From an optimization exercise on the open Yosys and OpenROAD flow, aimed at small area; shortcuts taken in it are not production practice. In this exercise RTL edits were held to simulation tests only and were not proved equivalent to the original.

==> design/flow/config.mk <==
export PLATFORM = sky130hd
export DESIGN_NAME = algorithm_top
export DESIGN_NICKNAME = algorithm_top
export VERILOG_FILES = /design/flow/design.v
export SDC_FILE = /design/flow/constraint.sdc
export NUM_CORES = 4
export LEC_CHECK = 0
export CAP_MARGIN = 20
export CORE_MARGIN = 2
export CORE_UTILIZATION = 40
export SLEW_MARGIN = 20
==> design/flow/constraint.sdc <==
create_clock -name core_clock -period 6.0 [get_ports {clk}]
set_input_delay 1.2000 -clock core_clock [delete_from_list [all_inputs] [get_ports {clk}]]
set_output_delay 1.2000 -clock core_clock [all_outputs]
set_load 0.01 [all_outputs]
==> design/flow/run.sh <==
#!/bin/bash
# synth_recipe.tcl (not shown) runs the flow's synth.tcl, then flattens the netlist and writes it again
# the make line also repeats each setting of config.mk as NAME=value (left out here)
make -C /OpenROAD-flow-scripts/flow DESIGN_CONFIG=/design/flow/config.mk WORK_HOME=/design/flow/orfs CLKGATE_MAP_FILE= SYNTH_SCRIPT=/design/flow/synth_recipe.tcl finish
==> design/flow/design.v <==
package params_pkg;
  parameter int COEFF_WIDTH    = 16;  
  parameter int DATA_WIDTH     = 12;  
  parameter int OUTPUT_WIDTH   = 16;  
  parameter int PIPELINE_DEPTH = 5;   
  parameter int NUM_TAPS       = 16;  
  parameter int INPUT_FRAC     = 11;  
  parameter int COEFF_FRAC     = 14;  
  parameter int OUTPUT_FRAC    = 14;  
  parameter int ACC_WIDTH      = 32;  
  localparam int PROD_WIDTH = DATA_WIDTH + COEFF_WIDTH;  
  localparam int SHIFT_RIGHT = (INPUT_FRAC + COEFF_FRAC) - OUTPUT_FRAC;  
  typedef logic signed [DATA_WIDTH-1:0]    in_t;
  typedef logic signed [COEFF_WIDTH-1:0]  coeff_t;
  typedef logic signed [PROD_WIDTH-1:0]   prod_t;
  typedef logic signed [ACC_WIDTH-1:0]    acc_t;
  typedef logic signed [OUTPUT_WIDTH-1:0] out_t;
  localparam logic [NUM_TAPS*COEFF_WIDTH-1:0] COEFF_ROM = {
    -16'sd28,
    -16'sd1014,
    -16'sd1589,
    -16'sd1638,
    -16'sd1153,
    -16'sd261,
    16'sd790,
    16'sd1710,
    16'sd2177,
    16'sd2110,
    16'sd1594,
    16'sd845,
    16'sd184,
    -16'sd179,
    -16'sd226,
    -16'sd116
  };
endpackage
import params_pkg::*;
module algorithm_core (
  input  logic                 clk,
  input  logic                 rst_n,
  input  logic                 s_valid,
  output logic                 s_ready,
  input  params_pkg::in_t      s_data,
  output logic                 m_valid,
  input  logic                 m_ready,
  output params_pkg::out_t     m_data
);
  assign s_ready = 1'b1;
  logic signed [DATA_WIDTH-1:0] samples [0:NUM_TAPS-1];
  logic valid_pipe [0:PIPELINE_DEPTH];
  logic signed [PROD_WIDTH-1:0] prods_comb [0:NUM_TAPS-1];
  params_pkg::acc_t prod_ext_comb [0:NUM_TAPS-1];
  params_pkg::acc_t stage_prod_reg   [0:NUM_TAPS-1];  
  params_pkg::acc_t stage_sum8_reg   [0:8-1];        
  params_pkg::acc_t stage_sum4_reg   [0:4-1];        
  params_pkg::acc_t stage_sum2_reg   [0:2-1];        
  params_pkg::acc_t stage_final_reg;                 
  genvar i;
  generate
    for (i = 0; i < NUM_TAPS; i++) begin : PROD_COMB
      always_comb begin
        prods_comb[i] = $signed(samples[i]) * $signed(COEFF_ROM[i*COEFF_WIDTH +: COEFF_WIDTH]);
        prod_ext_comb[i] = $signed({{(ACC_WIDTH-PROD_WIDTH){prods_comb[i][PROD_WIDTH-1]}}, prods_comb[i]});
      end
    end
  endgenerate
  integer idx;
  always_ff @(posedge clk or negedge rst_n) begin
    if (!rst_n) begin
      for (idx = 0; idx < NUM_TAPS; idx = idx + 1) begin
        samples[idx] <= '0;
      end
      for (idx = 0; idx <= PIPELINE_DEPTH; idx = idx + 1) begin
        valid_pipe[idx] <= 1'b0;
      end
      for (idx = 0; idx < NUM_TAPS; idx = idx + 1) begin
        stage_prod_reg[idx] <= '0;
      end
      for (idx = 0; idx < 8; idx = idx + 1) begin
        stage_sum8_reg[idx] <= '0;
      end
      for (idx = 0; idx < 4; idx = idx + 1) begin
        stage_sum4_reg[idx] <= '0;
      end
      for (idx = 0; idx < 2; idx = idx + 1) begin
        stage_sum2_reg[idx] <= '0;
      end
      stage_final_reg <= '0;
    end else begin
      if (s_valid && s_ready) begin
        for (idx = NUM_TAPS-1; idx >= 1; idx = idx - 1) begin
          samples[idx] <= samples[idx-1];
        end
        samples[0] <= s_data;
      end
      valid_pipe[0] <= s_valid & s_ready;
      for (idx = 0; idx < PIPELINE_DEPTH; idx = idx + 1) begin
        valid_pipe[idx+1] <= valid_pipe[idx];
      end
      for (idx = 0; idx < NUM_TAPS; idx = idx + 1) begin
        stage_prod_reg[idx] <= prod_ext_comb[idx];
      end
      for (idx = 0; idx < 8; idx = idx + 1) begin
        stage_sum8_reg[idx] <= stage_prod_reg[2*idx] + stage_prod_reg[2*idx + 1];
      end
      for (idx = 0; idx < 4; idx = idx + 1) begin
        stage_sum4_reg[idx] <= stage_sum8_reg[2*idx] + stage_sum8_reg[2*idx + 1];
      end
      for (idx = 0; idx < 2; idx = idx + 1) begin
        stage_sum2_reg[idx] <= stage_sum4_reg[2*idx] + stage_sum4_reg[2*idx + 1];
      end
      stage_final_reg <= stage_sum2_reg[0] + stage_sum2_reg[1];
    end
  end
  logic signed [ACC_WIDTH-1:0] shifted_acc;
  always_comb begin
    if (SHIFT_RIGHT >= 0)
      shifted_acc = $signed(stage_final_reg) >>> SHIFT_RIGHT;
    else
      shifted_acc = $signed(stage_final_reg) <<< (-SHIFT_RIGHT);
  end
  assign m_data  = params_pkg::out_t'(shifted_acc[OUTPUT_WIDTH-1:0]);
  assign m_valid = valid_pipe[PIPELINE_DEPTH];
endmodule
import params_pkg::*;
module algorithm_top (
  input  logic                 clk,
  input  logic                 rst_n,
  input  logic                 s_valid,
  output logic                 s_ready,
  input  params_pkg::in_t      s_data,
  output logic                 m_valid,
  input  logic                 m_ready,
  output params_pkg::out_t     m_data
);
  algorithm_core u_core (
    .clk      (clk),
    .rst_n    (rst_n),
    .s_valid  (s_valid),
    .s_ready  (s_ready),
    .s_data   (s_data),
    .m_valid  (m_valid),
    .m_ready  (m_ready),
    .m_data   (m_data)
  );
endmodule
==> results.yml <==
clock_network:
  clkSinkCount: 909
  cts.clk_slew.worst_paths_ns: 0.06
  cts_root_buffer: "clkbuf_16"
  hold_buffers: 0
  htreeDepth: 3
  cts_buffer_depth: 3
  cts_tree: "done"
  clock_latency_ns: 0.76
  cts_setup_buffers: 0
  cts.repair.resized: 0
  cts_buffers: 107
floorplan:
  core_area_mm2: 0.192
  ios: 34
  dieHeight_um: 443
  rows: 161
  die_w_um: 443
  die-area_mm2: 0.196
  initial_core_util: 0.401
sta:
  fin_crit_sh: 0.915
  tightest_slew_ns: 0.932
  hold_viol: 0
  max_freq_mhz: 182
  final_max_slew_viol_count: 0
  rsz0062_at_grt: "no"
  period_needed_ns: 5.49
  whs_ns: 0.344
  setup_viol: 0
  clock_skew_ns: 0.0532
  fin_tns_setup_ns: 0
  relSlewSlack: 0.379
synth:
  synth_area_per_cell_um2: 10.3
  synth_nets: 9467
  ys.flop_type: "dfrtp_1"
  ys_async_sr_fraction: 1.00
  syn_inst: 7508
  synth-warning-count: 9
  ys_seq_elements: 909
  seq_area_frac_synth: 0.295
  synthDistinctLibCells: 90
  synth_area_mm2: 0.0771
  synth_edf_count: 0
global_route:
  antenna_found_initial: 12
  grt_pass1_wl_mm: 278
  grt_max_degree: 158
  grt.total_usage: 0.176
  first_global_vias: 52600
  overflow: 0
critical_path:
  cpPeakStageDelay_ns: 0.57
  arrival_ns: 6.19
  cp.required_ns: 6.70
  start_kind: "register"
  crit_top_cell: "fa_1"
  path_max_fanout: 6
  reg2reg_depth: 18
  critical_path.endpoint_type: "register"
  crit_chain: "inv_1 -> fa_1 -> inv_1 -> fa_1 -> fa_1 -> fa_1 -> inv_1 -> fa_1 -> inv_1 -> ha_1 -> a21o_1 -> a21o_1 -> a21o_1 -> and3_1 -> a221o_1 -> o41a_1 -> nor4b_1 -> a211o_1"
  critPathKind: "register to register"
  reg2reg_from: "u_core.samples[10][6]"
  slowest_stage: "fa_1"
  reg2reg_slack_ns: 0.51
  r2r-end: "u_core.stage_prod_reg[10][21]"
run:
  maxCapViolCount: 0
cells_and_area:
  nNetsFinal: 9570
  area_delta_synth_final_pct: 9.70
  final_cell_mix: "ha_1, inv_1, dfrtp_1"
  layout_commonest_cell: "ha_1"
  layout-drive-gt1-share: 0.0445
  largest_register_ffs: 348
  finalNonFillerCells: 10200
place:
  detailed_place_hpwl_mm: 137
  gp_congestion: 0.872
  io_buffers: 31
  post-place-cells: 10000
routing:
  firstDrtPassIters: 7
  via_per_inst: 4.99
  drt_iter0_markers: 2177
  drc: 0
  vias: 51100
  postRouteAntennaNets: 0
  wirelength_mm: 170
  wl_per_cell_um: 16.6
worst_hold_path:
  hp-class: "register to register"
  worstHoldStart: "u_core.valid_pipe[3]"
  holdPathEnd: "u_core.valid_pipe[4]"
  min_path_cells: 0
run_status:
  status: "complete, no violations"
==> cells by family (layout without fill, tap and decap cells) <==
family                   after synthesis  count (layout)  share of synthesized area
flip-flops                           909             909                      0.295
other                                  1               4                  0.0000487
AO/OA/AOI/OAI                       1403            1403                      0.116
buffers and inverters               1440            1633                     0.0702
XOR/XNOR                             586             586                     0.0666
AND/OR/NAND/NOR                     1146            1146                     0.0698
multiplexers                          80              80                     0.0115
adder cells (fa/ha/maj)             1943            1943                      0.371
==> cell usage after synthesis (40+ instances only) <==
master,n,area (µm²)
nor2b_1,81,507
fa_1,569,11400
o21ai_0,318,1590
mux2_2,69,777
clkbuf_1,59,221
xnor2_1,434,3800
nand2_1,347,1300
a21oi_1,392,1960
a31oi_1,46,288
ha_1,1374,17200
nand3_1,99,495
and3_1,41,257
o21bai_1,80,601
nor3_1,96,480
o21ai_1,51,255
inv_1,1372,5150
nand2b_1,59,369
dfrtp_1,909,22700
nor2_1,294,1100
a211oi_1,40,300
a21o_1,191,1430
o21a_1,51,383
xor2_1,152,1330
==> through the flow <==
stage / util / cell area (µm²) / worst slack (ns)
after global routing: 0.440 / 84500 / 0.213
after floorplan: - / 77100 / 0.813
after detailed placement: 0.420 / 80600 / 0.515
after global placement: 0.420 / 80600 / 0.520
final: 0.440 / 84500 / 0.507
after CTS: 0.440 / 84500 / 0.492
==> worst max path at each step <==
stage	startpoint	to	slack, ns	cells past startpoint
finish	u_core.samples[10][6]	u_core.stage_prod_reg[10][21]	0.51	18
global placement	u_core.samples[10][7]	u_core.stage_prod_reg[10][21]	0.52	18
global route	u_core.samples[10][6]	u_core.stage_prod_reg[10][21]	0.21	18
CTS	u_core.samples[10][5]	u_core.stage_prod_reg[10][21]	0.49	18
detailed placement	u_core.samples[10][5]	u_core.stage_prod_reg[10][21]	0.51	18
floorplan	u_core.samples[10][11]	u_core.stage_prod_reg[10][21]	0.81	16
==> cell type report <==
class                   count  area, µm²
well taps                2526       3160
multi-input cells        5159      48900
clock inverters            56        893
diodes                      3       7.51
repair buffers             62        641
inverters                1372       5150
flip-flops and latches    909      22700
fillers                 18200     107000
clock buffers             143       3030
==> metal layers <==
metal / vias to the layer above / GRT usage / part of all wire
met4: 0 / 0.0482 / 0.026
met5: - / 0 / 0
li1: 25200 / - / -
met1: 25100 / 0.237 / 0.47
met2: 544 / 0.299 / 0.48
met3: 202 / 0.0197 / 0.026
==> critical path, delay by kind of cell (launching register included) <==
| family | cells | cell delay, ns |
|---|---|---|
| flip-flops | 1 | 0.46 |
| AND/OR/NAND/NOR | 2 | 0.45 |
| adder cells (fa/ha/maj) | 6 | 2.83 |
| AO/OA/AOI/OAI | 6 | 1.34 |
| buffers and inverters | 4 | 0.35 |

afterwards: timing with drivers on the ports:
The flow's constraints put no driver on any port. The routed layout listed below was extracted and timed again, unchanged, in two steps. Step 1 sets driving cells, clkbuf_16 on the clock port and buf_2 on the other inputs (assumed; they add their load-dependent delay and slew). Step 2 adds t to the input delays and takes it off the output delays; t is the mean of the earliest and latest rising clock arrival at the registers after step 1. Input paths then give back, and output paths get back, about the clock's delay inside the block. a / b / c = no drivers / after step 1 / after step 2; a / b = the first two.
shift t [ns]: 0.811
setup WS [ns]: 0.507 / 0.507 / 0.507
worst setup path at the end: register to register
worst register clock-pin slew, ns: 0.08 / 0.08
worst slew at a driven data input, ns: 0.05
After both steps setup and hold are still met in this run. For this run, drivers alone change the setup slack by 0.000 ns; drivers and shift together by 0.000 ns.
